From an optimization exercise on the open Yosys and OpenROAD flow, aimed at small area; shortcuts taken in it are not production practice.
At most, simulation tests tie the RTL to the original design; equivalence was not proved.
No activity file was given, so power comes from the tool's default toggle rates.

==> flow/design.v <==
module DE0_NANO_G_Sensor(
	clk,
	rst_n,
	spi_clk_out,
	LED,
	DATA_X,
	G_SENSOR_CS_N,
	G_SENSOR_INT,
	I2C_SCLK,
	I2C_SDAT_IN,
	I2C_SDAT_OUT,
	I2C_SDAT_OE
);
input              clk;
input              rst_n;
input              spi_clk_out;
output      [7:0]  LED;
output reg [15:0]  DATA_X;
output             G_SENSOR_CS_N;
input              G_SENSOR_INT;
output             I2C_SCLK;
input              I2C_SDAT_IN;
output             I2C_SDAT_OUT;
output             I2C_SDAT_OE;
localparam [3:0] S_HB = 4'd12, S_ST = 4'd13, S_LB = 4'd14;
reg  [3:0]  st;
reg         go;         
reg         en;         
reg  [3:0]  cnt;        
reg         je;         
reg  [7:0]  s2p;        
reg  [7:0]  low_byte;
reg  [14:0] idle_lf;    
wire rd      = st[3] & st[2];
wire spi_end = en & (cnt == 4'd0);
wire idle    = ~go;
wire is_st   = (st == S_ST);
wire is_lb   = (st == S_LB);
wire is_hb   = (st == S_HB);
wire hb_go   = je & is_lb;
wire lb_go   = je & is_st & s2p[7];
wire guard   = is_st & cnt[3] & cnt[2];
wire timeout = (idle_lf == 15'h00fe);
wire st_go   = timeout | (G_SENSOR_INT & ~guard);
wire start   = ~rd | hb_go | lb_go | st_go;
reg [13:0] wdata;
always @(*)
	case (st)
	4'd1   : wdata = {6'h24, 8'h20};  
	4'd2   : wdata = {6'h25, 8'h03};  
	4'd3   : wdata = {6'h26, 8'h01};  
	4'd4   : wdata = {6'h27, 8'h7f};  
	4'd5   : wdata = {6'h28, 8'h09};  
	4'd6   : wdata = {6'h29, 8'h46};  
	4'd7   : wdata = {6'h2c, 8'h09};  
	4'd8   : wdata = {6'h2e, 8'h10};  
	4'd9   : wdata = {6'h2f, 8'h10};  
	4'd10  : wdata = {6'h31, 8'h40};  
	default: wdata = {6'h2d, 8'h08};  
	endcase
wire [15:0] word = rd ? {2'b10, 4'b1100, ~is_st, is_hb, 8'h08} : {2'b00, wdata};
assign G_SENSOR_CS_N = ~go;
assign I2C_SCLK      = en ? spi_clk_out : 1'b1;
assign I2C_SDAT_OE   = en & (~rd | cnt[3]);
assign I2C_SDAT_OUT  = word[cnt];
always @(posedge clk or negedge rst_n)
	if (!rst_n) begin
		go <= 1'b0;
		en <= 1'b0;
		st <= 4'd1;
	end else begin
		if (idle) begin
			if (start) go <= 1'b1;
			if (rd & start) st <= hb_go ? S_HB : lb_go ? S_LB : S_ST;
		end else if (spi_end) begin
			go <= 1'b0;
			if (!rd) st <= st + 4'd1;
		end
		if (spi_end) en <= 1'b0;
		else if (go) en <= 1'b1;
	end
always @(posedge clk) begin
	if (en | (idle & cnt[2])) cnt <= cnt - 4'd1;
	else if (go)              cnt <= 4'hf;
	je  <= spi_end & rd;
	s2p <= {s2p[6:0], I2C_SDAT_IN};
	if (~rd | (spi_end & is_st)) idle_lf <= 15'h7fff;
	else if (spi_end & is_hb)    idle_lf <= 15'h7ffc;
	else                         idle_lf <= {idle_lf[13:0], idle_lf[14] ^ idle_lf[13]};
	if (je & is_lb) low_byte <= s2p;
end
always @(posedge clk or negedge rst_n)
	if (!rst_n) DATA_X <= 16'd0;
	else if (je & is_hb) DATA_X <= {s2p, low_byte};
reg  [1:0]  int2_d;
reg         act_n;      
reg  [20:0] pre_lf;     
reg  [2:0]  phase;      
wire        int_rise = ~int2_d[1] & int2_d[0];
wire        tick     = (pre_lf == 21'h155400);
always @(posedge clk or negedge rst_n)
	if (!rst_n) begin
		int2_d <= 2'b00;
		act_n  <= 1'b1;
	end else begin
		int2_d <= {int2_d[0], G_SENSOR_INT};
		if (int_rise) act_n <= 1'b0;
		else if (tick & (&phase)) act_n <= 1'b1;
	end
always @(posedge clk) begin
	if (int_rise | tick) pre_lf <= 21'h1fffff;
	else                 pre_lf <= {pre_lf[19:0], pre_lf[20] ^ pre_lf[18]};
	if (int_rise) phase <= 3'd0;
	else          phase <= phase + {2'd0, tick};
end
wire [4:0] sel = G_SENSOR_INT ? DATA_X[9:5] :
                 (DATA_X[9] ? (DATA_X[8] ? DATA_X[8:4] : 5'h10) : (DATA_X[8] ? 5'h0f : DATA_X[8:4]));
wire       sgn = sel[4];
wire [2:0] mag = sgn ? ~sel[3:1] : sel[3:1];
reg [7:0] tilt;
always @(*)
	case (mag)
	3'd0: tilt = 8'h18;
	3'd1: tilt = sgn ? 8'h08 : 8'h10;
	3'd2: tilt = sgn ? 8'h0c : 8'h30;
	3'd3: tilt = sgn ? 8'h04 : 8'h20;
	3'd4: tilt = sgn ? 8'h06 : 8'h60;
	3'd5: tilt = sgn ? 8'h02 : 8'h40;
	3'd6: tilt = sgn ? 8'h03 : 8'hc0;
	default: tilt = sgn ? 8'h01 : 8'h80;
	endcase
assign LED = act_n ? tilt : (phase[0] ? 8'h00 : 8'hff);
endmodule
Settings: LEC_CHECK=0, ABC_AREA=1, CAP_MARGIN=20, CORE_MARGIN=2, CORE_UTILIZATION=40, SLEW_MARGIN=20; clock period 10.0 ns.
run.sh (not shown) runs the stock make flow with config.mk's settings and CLKGATE_MAP_FILE= SYNTH_SCRIPT=/design/flow/synth_recipe.tcl, a recipe that flattens the netlist after the stock synthesis.
The baseline finished clean.
Then changed:
--- a/flow/config.mk
+++ b/flow/config.mk
@@ -6,5 +6,4 @@
 export NUM_CORES = 4
 export LEC_CHECK = 0
-export ABC_AREA = 1
 export CAP_MARGIN = 20
 export CORE_MARGIN = 2
Outcome: Sequential share of layout area is higher by 0.64 points. Global-route usage is higher by 0.49 points. Worst hold slack is better by 0.0083 ns. Routed wire length is higher by about 2.7%.
No run of this note included a check of the RTL's function; only the layout flow was run.

* * *

Another version of the RTL of DE0_NANO_G_Sensor (not shown whole).
Size in the first run: ~83 flip-flops, about 33 I/O pins, ~3600 um^2 of cells after synthesis.
export LEC_CHECK = 0
export CAP_MARGIN = 20
export CORE_MARGIN = 2
export CORE_UTILIZATION = 40
export SLEW_MARGIN = 20
create_clock -name core_clock -period 10.0 [get_ports {clk}]
standard.sh (not shown) runs the stock make flow with config.mk's settings and CLKGATE_MAP_FILE= SYNTH_SCRIPT=/design/flow/synth_recipe.tcl, a recipe that flattens the netlist after the stock synthesis.
==> flow/flow/run.sh <==
#!/bin/bash
# Standard ORFS layout, with single-strength port buffers and no CTS dummy loads.
set -euo pipefail
export BUFFER_PORTS_ARGS="-buffer_cell sky130_fd_sc_hd__buf_1"
export CTS_ARGS="-sink_clustering_enable -repair_clock_nets -dont_use_dummy_load"
bash standard.sh > standard.log 2>&1
Next try:
==> flow/flow/run.sh (replaced) <==
#!/bin/bash
set -euo pipefail
export BUFFER_PORTS_ARGS="-buffer_cell sky130_fd_sc_hd__buf_1"
export CTS_ARGS="-sink_clustering_enable -repair_clock_nets -dont_use_dummy_load"
export RECOVER_POWER=100
bash standard.sh > standard.log 2>&1
Effect:
- The changed run finished but fails on capacitance limit, slew limit
- clock-buffer cell count stays the same
- final area drops by 2.9%
- total power barely changes
- hold slack gets worse by 0.0032 ns
- non-clock buffer count stays the same
- via count falls by 0.34%
- global-route usage does not change
Next try:
==> flow/flow/run.sh (replaced) <==
#!/bin/bash
set -euo pipefail
export BUFFER_PORTS_ARGS="-buffer_cell sky130_fd_sc_hd__buf_1"
export CTS_ARGS="-sink_clustering_enable -repair_clock_nets -dont_use_dummy_load -sink_clustering_size 30 -sink_clustering_max_diameter 200 -buf_list sky130_fd_sc_hd__clkbuf_8 -root_buf sky130_fd_sc_hd__clkbuf_8 -sink_clustering_levels 1"
bash standard.sh > standard.log 2>&1
--- a/flow/config.mk
+++ b/flow/config.mk
@@ -9,3 +9,3 @@
 export CORE_MARGIN = 2
-export CORE_UTILIZATION = 40
+export CORE_UTILIZATION = 60
 export SLEW_MARGIN = 20
- Now the flow completed without violations
- power fell by 0.35%
- clock skew is about the same
- via count grows by 0.51%
- cell count decreases by 7.0%
- core utilization goes up by 22 points
- sequential cell count does not change
- routed wire length falls by 4.1%
- cell area goes up by 2.0%
- worst setup slack loses 0.030 ns
Next try:
==> flow/flow/run.sh (replaced) <==
#!/bin/bash
set -euo pipefail
export BUFFER_PORTS_ARGS="-buffer_cell sky130_fd_sc_hd__buf_1"
export CTS_ARGS="-sink_clustering_enable -repair_clock_nets -dont_use_dummy_load -sink_clustering_size 40 -sink_clustering_max_diameter 200 -buf_list sky130_fd_sc_hd__clkbuf_16 -root_buf sky130_fd_sc_hd__clkbuf_16"
bash standard.sh > standard.log 2>&1
--- a/flow/config.mk
+++ b/flow/config.mk
@@ -9,3 +9,3 @@
 export CORE_MARGIN = 2
-export CORE_UTILIZATION = 60
+export CORE_UTILIZATION = 40
 export SLEW_MARGIN = 20
The changed run completed with no timing, DRC or antenna violations.
Sequential power stays flat.
Wire length went up by a few percent.
Non-clock buffer count went down by 1.
Clock-buffer cell count does not change.
Die area rose by well over a third.
Next try:
==> flow/run.sh (new file) <==
#!/bin/bash
# synth_recipe.tcl (not shown) runs the flow's synth.tcl, then flattens the netlist and writes it again
# the make line also repeats each setting of config.mk as NAME=value (left out here)
make -C /OpenROAD-flow-scripts/flow DESIGN_CONFIG=/design/flow/config.mk WORK_HOME=/design/flow/orfs CLKGATE_MAP_FILE= SYNTH_SCRIPT=/design/flow/synth_recipe.tcl finish
removed: flow/flow/run.sh
removed: flow/standard.sh
After rerunning: Total power drops by a few percent; routed wire length drops slightly; global-route usage drops by 0.35 points; count of clock-buffer cells in the layout climbs by 2; first-iteration DRC count climbs by roughly a tenth; cell area climbs by a few percent; die area does not change; fmax drops by roughly a tenth; combinational power climbs by a little under a tenth.
Next try:
--- a/flow/config.mk
+++ b/flow/config.mk
@@ -10,2 +10,4 @@
 export CORE_UTILIZATION = 40
+export CTS_CLUSTER_DIAMETER = 100
+export CTS_CLUSTER_SIZE = 30
 export SLEW_MARGIN = 20
Worst setup slack is unchanged.
Sequential power hardly moves.
Die area is unchanged.
Wire length is unchanged.
Final area does not change.
Clock-buffer cell count stays the same.
Global-route usage does not change.

## static timing again, ports no longer ideal
The flow's constraints put no driver on any port. The routed layouts listed below were extracted and timed again, unchanged, in two steps.
Step 1 assumes that a clkbuf_16 drives the clock port and a buf_2 every other input.
Step 2 moves the port delays by t, midway between the first and last clock arrival at a register: inputs arrive t later, outputs are due t later. That takes back most of the time a late clock gives input paths.
Three values: no drivers, after step 1, after step 2; two values: the first two.
run | t (ns) | slack for setup (ns) | latest minus earliest clock arrival (ns) | slew at the worst register clock pin (ns)
the first run of note 1 | 0.373 | 4.107 / 4.072 / 4.072 | 0.012 / 0.011 | 0.09 / 0.09
the second run of note 1 | 0.377 | 3.645 / 3.620 / 3.620 | 0.012 / 0.013 | 0.09 / 0.09
the first run of note 2 | 0.359 | 4.702 / 4.672 / 4.672 | 0.030 / 0.030 | 0.08 / 0.08
the second run of note 2 | 0.359 | 4.701 / 4.673 / 4.673 | 0.030 / 0.030 | 0.08 / 0.08
the third run of note 2 | 0.346 | 4.671 / 4.647 / 4.647 | 0.032 / 0.032 | 0.08 / 0.08
the fourth run of note 2 | 0.339 | 4.697 / 4.667 / 4.667 | 0.020 / 0.019 | 0.06 / 0.06
the fifth run of note 2 | 0.371 | 3.981 / 3.949 / 3.949 | 0.011 / 0.011 | 0.09 / 0.09
the sixth run of note 2 | 0.371 | 3.981 / 3.949 / 3.949 | 0.011 / 0.011 | 0.09 / 0.09
The setup slack of the first run of note 1, which loses most, moves by -0.035 ns with the drivers and by -0.035 ns with both steps.
